This is an optimization exercise on Yosys and OpenROAD, whose aim is small area and a short achievable clock period, not a production implementation.
Only simulation tests tie the RTL to the original design; equivalence was not proved.
The clock port is modelled as an ideal driver; clocking choices that lean on that would not hold on a real chip.
No activity file was given, so power comes from the tool's default toggle rates.

Setup of ember:
## fifo29
module fifo29(
    input Clk,
    input [31:0] dataIn,
    input RD,
    input WR,
    input EN,
    input Rst,
    output reg [31:0] dataOut,
    output reg EMPTY,
    output reg FULL
);
reg [31:0] FIFO [7:0];
reg [7:0] rdPtr, wrPtr;
reg notEmpty, notFull;
reg [7:0] rdOk;
wire act = EN && !Rst;
wire rdGo = act && RD && notEmpty;
wire wrGo = act && WR && notFull;
wire [7:0] rdPtrInc = {rdPtr[6:0], rdPtr[7]};
wire [7:0] wrPtrInc = {wrPtr[6:0], wrPtr[7]};
wire lastWord = |(rdPtrInc & wrPtr);
wire lastSlot = |(wrPtrInc & rdPtr);
wire hold = !EN;
wire clear = EN && Rst;
wire [7:0] rdStep = rdGo ? rdPtrInc : rdPtr;
wire [7:0] wrStep = wrGo ? wrPtrInc : wrPtr;
wire emptyStep = (rdGo && !wrGo) ? lastWord : (wrGo ? 1'b0 : !notEmpty);
wire fullStep = (wrGo && !rdGo) ? lastSlot : (rdGo ? 1'b0 : !notFull);
wire emptyNext = (act & emptyStep) | clear | (hold & !notEmpty);
wire fullNext = (act & fullStep) | (hold & !notFull);
wire [7:0] rdPtrNext = ({8{act}} & rdStep) | ({8{hold}} & rdPtr) | {7'd0, clear};
always @(posedge Clk) begin
    rdPtr <= rdPtrNext;
    rdOk <= rdPtrNext & {8{!emptyNext}};
    wrPtr <= ({8{act}} & wrStep) | ({8{hold}} & wrPtr) | {7'd0, clear};
    notEmpty <= !emptyNext;
    notFull <= !fullNext;
    EMPTY <= emptyNext;
    FULL <= fullNext;
end
wire [7:0] wrSlot = {8{notFull}} & wrPtr;
wire [7:0] rdSlot = rdOk;
wire [31:0] wrEn [7:0];
wire [31:0] rdSel [7:0];
wire [31:0] rdHold;
genvar g, c;
generate
    for (c = 0; c < 2; c = c + 1) begin : gLane
        for (g = 0; g < 8; g = g + 1) begin : gWord
            fifo29_and2 gw (.a(WR), .b(wrSlot[g]), .y(wrEn[g][16*c]));
            fifo29_gate4 gr (.en(EN), .req(RD), .rst(Rst), .ok(rdSlot[g]), .y(rdSel[g][16*c]));
            assign wrEn[g][16*c+15:16*c+1] = {15{wrEn[g][16*c]}};
            assign rdSel[g][16*c+15:16*c+1] = {15{rdSel[g][16*c]}};
        end
  ...
==> flow/config.mk <==
export PLATFORM = sky130hd
export DESIGN_NAME = fifo29
export DESIGN_NICKNAME = fifo29
export VERILOG_FILES = /design/flow/design.v
export SDC_FILE = /design/flow/constraint.sdc
export NUM_CORES = 4
export LEC_CHECK = 0
export CAP_MARGIN = 20
export CORE_MARGIN = 2
export CORE_UTILIZATION = 50
export PLACE_DENSITY = 0.65
export SETUP_SLACK_MARGIN = 1.6
export SLEW_MARGIN = 20
export SYNTH_HIERARCHICAL = 1
export SYNTH_MINIMUM_KEEP_SIZE = 0
export TNS_END_PERCENT = 0
==> flow/constraint.sdc <==
create_clock -name core_clock -period 3.0 [get_ports {Clk}]
set_input_delay 0.6000 -clock core_clock [delete_from_list [all_inputs] [get_ports {Clk}]]
set_output_delay 0.6000 -clock core_clock [all_outputs]
set_load 0.01 [all_outputs]
standard.sh (not shown) runs the stock make flow with config.mk's settings and CLKGATE_MAP_FILE= SYNTH_SCRIPT=/design/flow/synth_recipe.tcl, a recipe that flattens the netlist after the stock synthesis.
==> flow/flow/run.sh <==
#!/bin/bash
# The standard layout (standard.sh), with these changes:
#  - plain buffers (buf_2) instead of delay buffers on the ports;
#  - a hand-built two-level clock tree, made by flow/pre_cts.tcl before CTS;
#  - any extra ORFS make variables listed one per line in flow/extra_args.txt.
# ORFS's own logs stay under orfs/logs; make's output goes to flow.log.
set -euo pipefail
here=$(pwd)
args=("BUFFER_PORTS_ARGS=-buffer_cell sky130_fd_sc_hd__buf_2" "PRE_CTS_TCL=$here/flow/pre_cts.tcl")
if [[ -f flow/extra_args.txt ]]; then
  while IFS= read -r line; do
    [[ -n "$line" ]] && args+=("$line")
  done < flow/extra_args.txt
fi
bash standard.sh "${args[@]}" finish > flow.log 2>&1
==> flow/flow/pre_cts.tcl <==
# Hook run by ORFS before CTS: build a shallow clock tree by hand (port -> 4 middle
# buffers -> 16 leaf buffers -> flip-flops). TritonCTS then finds the clock already
# buffered and leaves it alone.
source [file join [file dirname [info script]] mtree.tcl]
manual_clock_tree 16 4 sky130_fd_sc_hd__clkbuf_16 sky130_fd_sc_hd__clkbuf_16
Other scripts of this flow, unchanged in this note and not shown: flow/flow/mtree.tcl
## Diff of input files: pepper against ember
Settings: PLACE_DENSITY: 0.65 -> unset; CORE_UTILIZATION: 50 -> 55.
==> flow/flow/pre_cts.tcl <==
# Hook run by ORFS before CTS: build a shallow clock tree by hand (port -> 4 middle
# buffers -> 12 leaf buffers -> flip-flops). TritonCTS then finds the clock already
# buffered and leaves it alone.
source [file join [file dirname [info script]] mtree.tcl]
manual_clock_tree 12 4 sky130_fd_sc_hd__clkbuf_16 sky130_fd_sc_hd__clkbuf_16
Notes after the runs:
Higher time the worst path needs with I/O delays and setup goes to pepper over ember.
When the final numbers for ember and pepper were put side by side, the final-layout worst hold slack turned out to be smaller in pepper.
The delay of the slowest cell on the worst path in pepper sits 0.05 ns above the value recorded for ember.
Wire length of the first global-routing pass delta (pepper − ember): favourable
HPWL after detailed placement: pepper < ember
For violet, these inputs were changed with respect to pepper:
Settings: swapping 55 for 45 in CORE_UTILIZATION.
==> comparison <==
Diff violet..pepper | multi-input gate share of total cell area | negligible. Via count of the first global-routing pass for violet: about 1.7% up relative to pepper. Delta(global-route usage, violet - pepper) < 0.
[inputs] maple vs violet
Settings: swapping 45 for 50 in CORE_UTILIZATION.
### Flow results
maple vs. violet: clock period minus final worst setup slack saw a decrease; total placed cells including tap cells saw a decrease; share of the core filled with cells now sits higher; layout overhead on the synthesized area lost 0.37 points; starting DRC count in detailed routing went down by about 7.5%.
maple against violet: total power of the final layout roughly the same, number of tap cells added at floorplan lower, worst endpoint required time lower.
Against violet, maple comes in 0.23 points higher on sequential share of cell area.

* * *

Setup of fjord:
fifo29, a different RTL version from the one above (not shown whole).
For scale: about 580 cells after synthesis, roughly 71 I/O pins.
Design fifo29, start of the top module:
module fifo29(
    input Clk,
    input [31:0] dataIn,
    input RD,
    input WR,
    input EN,
    input Rst,
    output reg [31:0] dataOut,
    output reg EMPTY,
    output reg FULL
);
reg [31:0] FIFO [7:0];
reg [7:0] rdPtr, wrPtr;
reg notEmpty, notFull;
wire act = EN && !Rst;
wire rdGo = act && RD && notEmpty;
wire wrGo = act && WR && notFull;
wire [7:0] rdPtrInc = {rdPtr[6:0], rdPtr[7]};
wire [7:0] wrPtrInc = {wrPtr[6:0], wrPtr[7]};
wire lastWord = |(rdPtrInc & wrPtr);
wire lastSlot = |(wrPtrInc & rdPtr);
wire hold = !EN;
wire clear = EN && Rst;
wire [7:0] rdStep = rdGo ? rdPtrInc : rdPtr;
wire [7:0] wrStep = wrGo ? wrPtrInc : wrPtr;
wire emptyStep = (rdGo && !wrGo) ? lastWord : (wrGo ? 1'b0 : !notEmpty);
wire fullStep = (wrGo && !rdGo) ? lastSlot : (rdGo ? 1'b0 : !notFull);
wire emptyNext = (act & emptyStep) | clear | (hold & !notEmpty);
wire fullNext = (act & fullStep) | (hold & !notFull);
always @(posedge Clk) begin
    rdPtr <= ({8{act}} & rdStep) | ({8{hold}} & rdPtr) | {7'd0, clear};
    wrPtr <= ({8{act}} & wrStep) | ({8{hold}} & wrPtr) | {7'd0, clear};
    notEmpty <= !emptyNext;
    notFull <= !fullNext;
    EMPTY <= emptyNext;
    FULL <= fullNext;
end
wire [7:0] wrSlot = {8{notFull}} & wrPtr;
wire [7:0] rdSlot = {8{notEmpty}} & rdPtr;
wire [31:0] wrEn [7:0];
wire [31:0] rdSel [7:0];
wire [31:0] rdHold;
genvar g, c;
generate
    for (c = 0; c < 4; c = c + 1) begin : gLane
        for (g = 0; g < 8; g = g + 1) begin : gWord
            fifo29_gate4 gw (.en(EN), .req(WR), .rst(Rst), .ok(wrSlot[g]), .y(wrEn[g][8*c]));
            fifo29_gate4 gr (.en(EN), .req(RD), .rst(Rst), .ok(rdSlot[g]), .y(rdSel[g][8*c]));
            assign wrEn[g][8*c+7:8*c+1] = {7{wrEn[g][8*c]}};
            assign rdSel[g][8*c+7:8*c+1] = {7{rdSel[g][8*c]}};
        end
        fifo29_nand4 gh (.en(EN), .req(RD), .rst(Rst), .ok(notEmpty), .y(rdHold[8*c]));
        assign rdHold[8*c+7:8*c+1] = {7{rdHold[8*c]}};
    end
endgenerate
integer i, b;
always @(posedge Clk) begin
    for (i = 0; i < 8; i = i + 1)
        for (b = 0; b < 32; b = b + 1)
            if (wrEn[i][b])
                FIFO[i][b] <= dataIn[b];
end
wire [31:0] rdData;
genvar k;
generate
    for (k = 0; k < 32; k = k + 1) begin : gBit
        wire n0, n1, n2;
  ...
==> flow/config.mk <==
export PLATFORM = sky130hd
export DESIGN_NAME = fifo29
export DESIGN_NICKNAME = fifo29
export VERILOG_FILES = /design/flow/design.v
export SDC_FILE = /design/flow/constraint.sdc
export NUM_CORES = 4
export LEC_CHECK = 0
export CAP_MARGIN = 20
export CORE_MARGIN = 2
export CORE_UTILIZATION = 55
export GPL_TIMING_DRIVEN = 0
export SETUP_SLACK_MARGIN = 1.5
export SLEW_MARGIN = 20
export SYNTH_HIERARCHICAL = 1
export SYNTH_MINIMUM_KEEP_SIZE = 0
==> flow/constraint.sdc <==
create_clock -name core_clock -period 3.0 [get_ports {Clk}]
set_input_delay 0.6000 -clock core_clock [delete_from_list [all_inputs] [get_ports {Clk}]]
set_output_delay 0.6000 -clock core_clock [all_outputs]
set_load 0.01 [all_outputs]
==> flow/flow/run.sh <==
#!/bin/bash
# The standard layout (standard.sh), with two changes:
#  - plain buffers (buf_2) instead of delay buffers on the ports;
#  - a hand-built two-level clock tree, made by flow/pre_cts.tcl before CTS.
# ORFS's own logs stay under orfs/logs; make's output goes to flow.log.
set -euo pipefail
here=$(pwd)
bash standard.sh "BUFFER_PORTS_ARGS=-buffer_cell sky130_fd_sc_hd__buf_2" \
  "PRE_CTS_TCL=$here/flow/pre_cts.tcl" finish > flow.log 2>&1
Other scripts of this flow, unchanged in this note and not shown: flow/flow/mtree.tcl, flow/flow/pre_cts.tcl
The flow did not stop early for fjord: all stages ran, and the layout cleared the timing, design-rule and antenna checks.
Inputs modified between fjord and garnet:
Settings: swapping 55 for 40 in CORE_UTILIZATION; clearing GPL_TIMING_DRIVEN, which used to be 0.
Notes after the runs:
- Overall power consumption was lower in the run labelled fjord.
- On standby leakage power, fjord and garnet are neck and neck.
- Area enclosed by the die boundary was higher in the run labelled garnet.
- For garnet, the capturing element of the worst setup path was dataOut[1], unlike fjord, where it was dataOut[4].
- Comparing fjord with garnet, the sequential fraction of design power came out essentially unchanged.
- From fjord to garnet the numbers moved as follows: compound-cell area share of the yosys netlist comparable, total iterations of the first detailed-routing run now larger, detail-routed net length per standard cell now smaller.
- In garnet, the layout-stage area growth over the synthesis result came out 0.40 points above the value in fjord.
- Density: garnet sparser than fjord
- As of garnet, detailed-route wire length on metal 1 had risen by a little under 10% compared to fjord.
#### Input delta (indigo over garnet)
Settings: swapping 40 for 70 in CORE_UTILIZATION.
--- outcome ---
Depth of the worst register-to-register path: indigo vs garnet down 1. indigo vs garnet — final area dropped slightly. On part of the power in combinational logic: between indigo and garnet, it ends up higher for indigo. In indigo the logic depth of the worst setup path including buffers turned out 1 lower than in garnet. Global routing usage summed across all routing layers was lower in the run labelled garnet. On total net switching power, indigo and garnet are basically level.
Setup changes, indigo to sierra
Settings: CORE_UTILIZATION: 70 -> 55; TNS_END_PERCENT: unset -> 10.
Notes after the runs:
sierra: no failed stages, no open violations at the end. Going from indigo to sierra, die width went up by about 12%; maximum resistive drop on vdd went down by 0.28 mV; area of all placed cells without fillers went down by 240 um2; tap cell count went up by 54; total power of the final layout went down by about 1.2%. On worst path setup slack after routing: sierra sits above indigo. sierra ends up with lower via count than indigo does.

==> static timing again, ports no longer ideal <==
The flow's constraints put no driver on any port. The routed layouts listed below were extracted and timed again, unchanged, in two steps. Step 1: set_driving_cell puts a clkbuf_16 on Clk and a buf_2 on each other input, an assumption about the parent block. Step 2 times the ports against the registers' clock, not the clock port: input delays grow and output delays shrink by t, the midpoint of the rising clock arrivals with the driver on. Three values: ideal, step 1, step 2; two values: the first two.
run | t, ns | setup WS [ns] | hold WS [ns] | cell pins on the clock port's net
ember | 0.406 | 1.528 / 1.455 / 1.133 | 0.477 / 0.464 / 0.477 | 4
pepper | 0.396 | 1.509 / 1.450 / 1.147 | 0.472 / 0.472 / 0.472 | 4
violet | 0.400 | 1.511 / 1.441 / 1.139 | 0.456 / 0.456 / 0.456 | 4
maple | 0.385 | 1.531 / 1.449 / 1.128 | 0.479 / 0.479 / 0.479 | 4
fjord | 0.398 | 1.316 / 1.296 / 0.897 | 0.450 / 0.450 / 0.450 | 4
garnet | 0.400 | 1.376 / 1.170 / 0.769 | 0.479 / 0.457 / 0.480 | 4
indigo | 0.408 | 1.292 / 1.219 / 0.811 | 0.478 / 0.464 / 0.478 | 4
sierra | 0.394 | 1.404 / 1.404 / 1.048 | 0.466 / 0.466 / 0.466 | 4
After both steps every run listed still meets setup and hold. For garnet, which loses most, drivers alone change the setup slack by -0.206 ns; drivers and shift together by -0.607 ns.
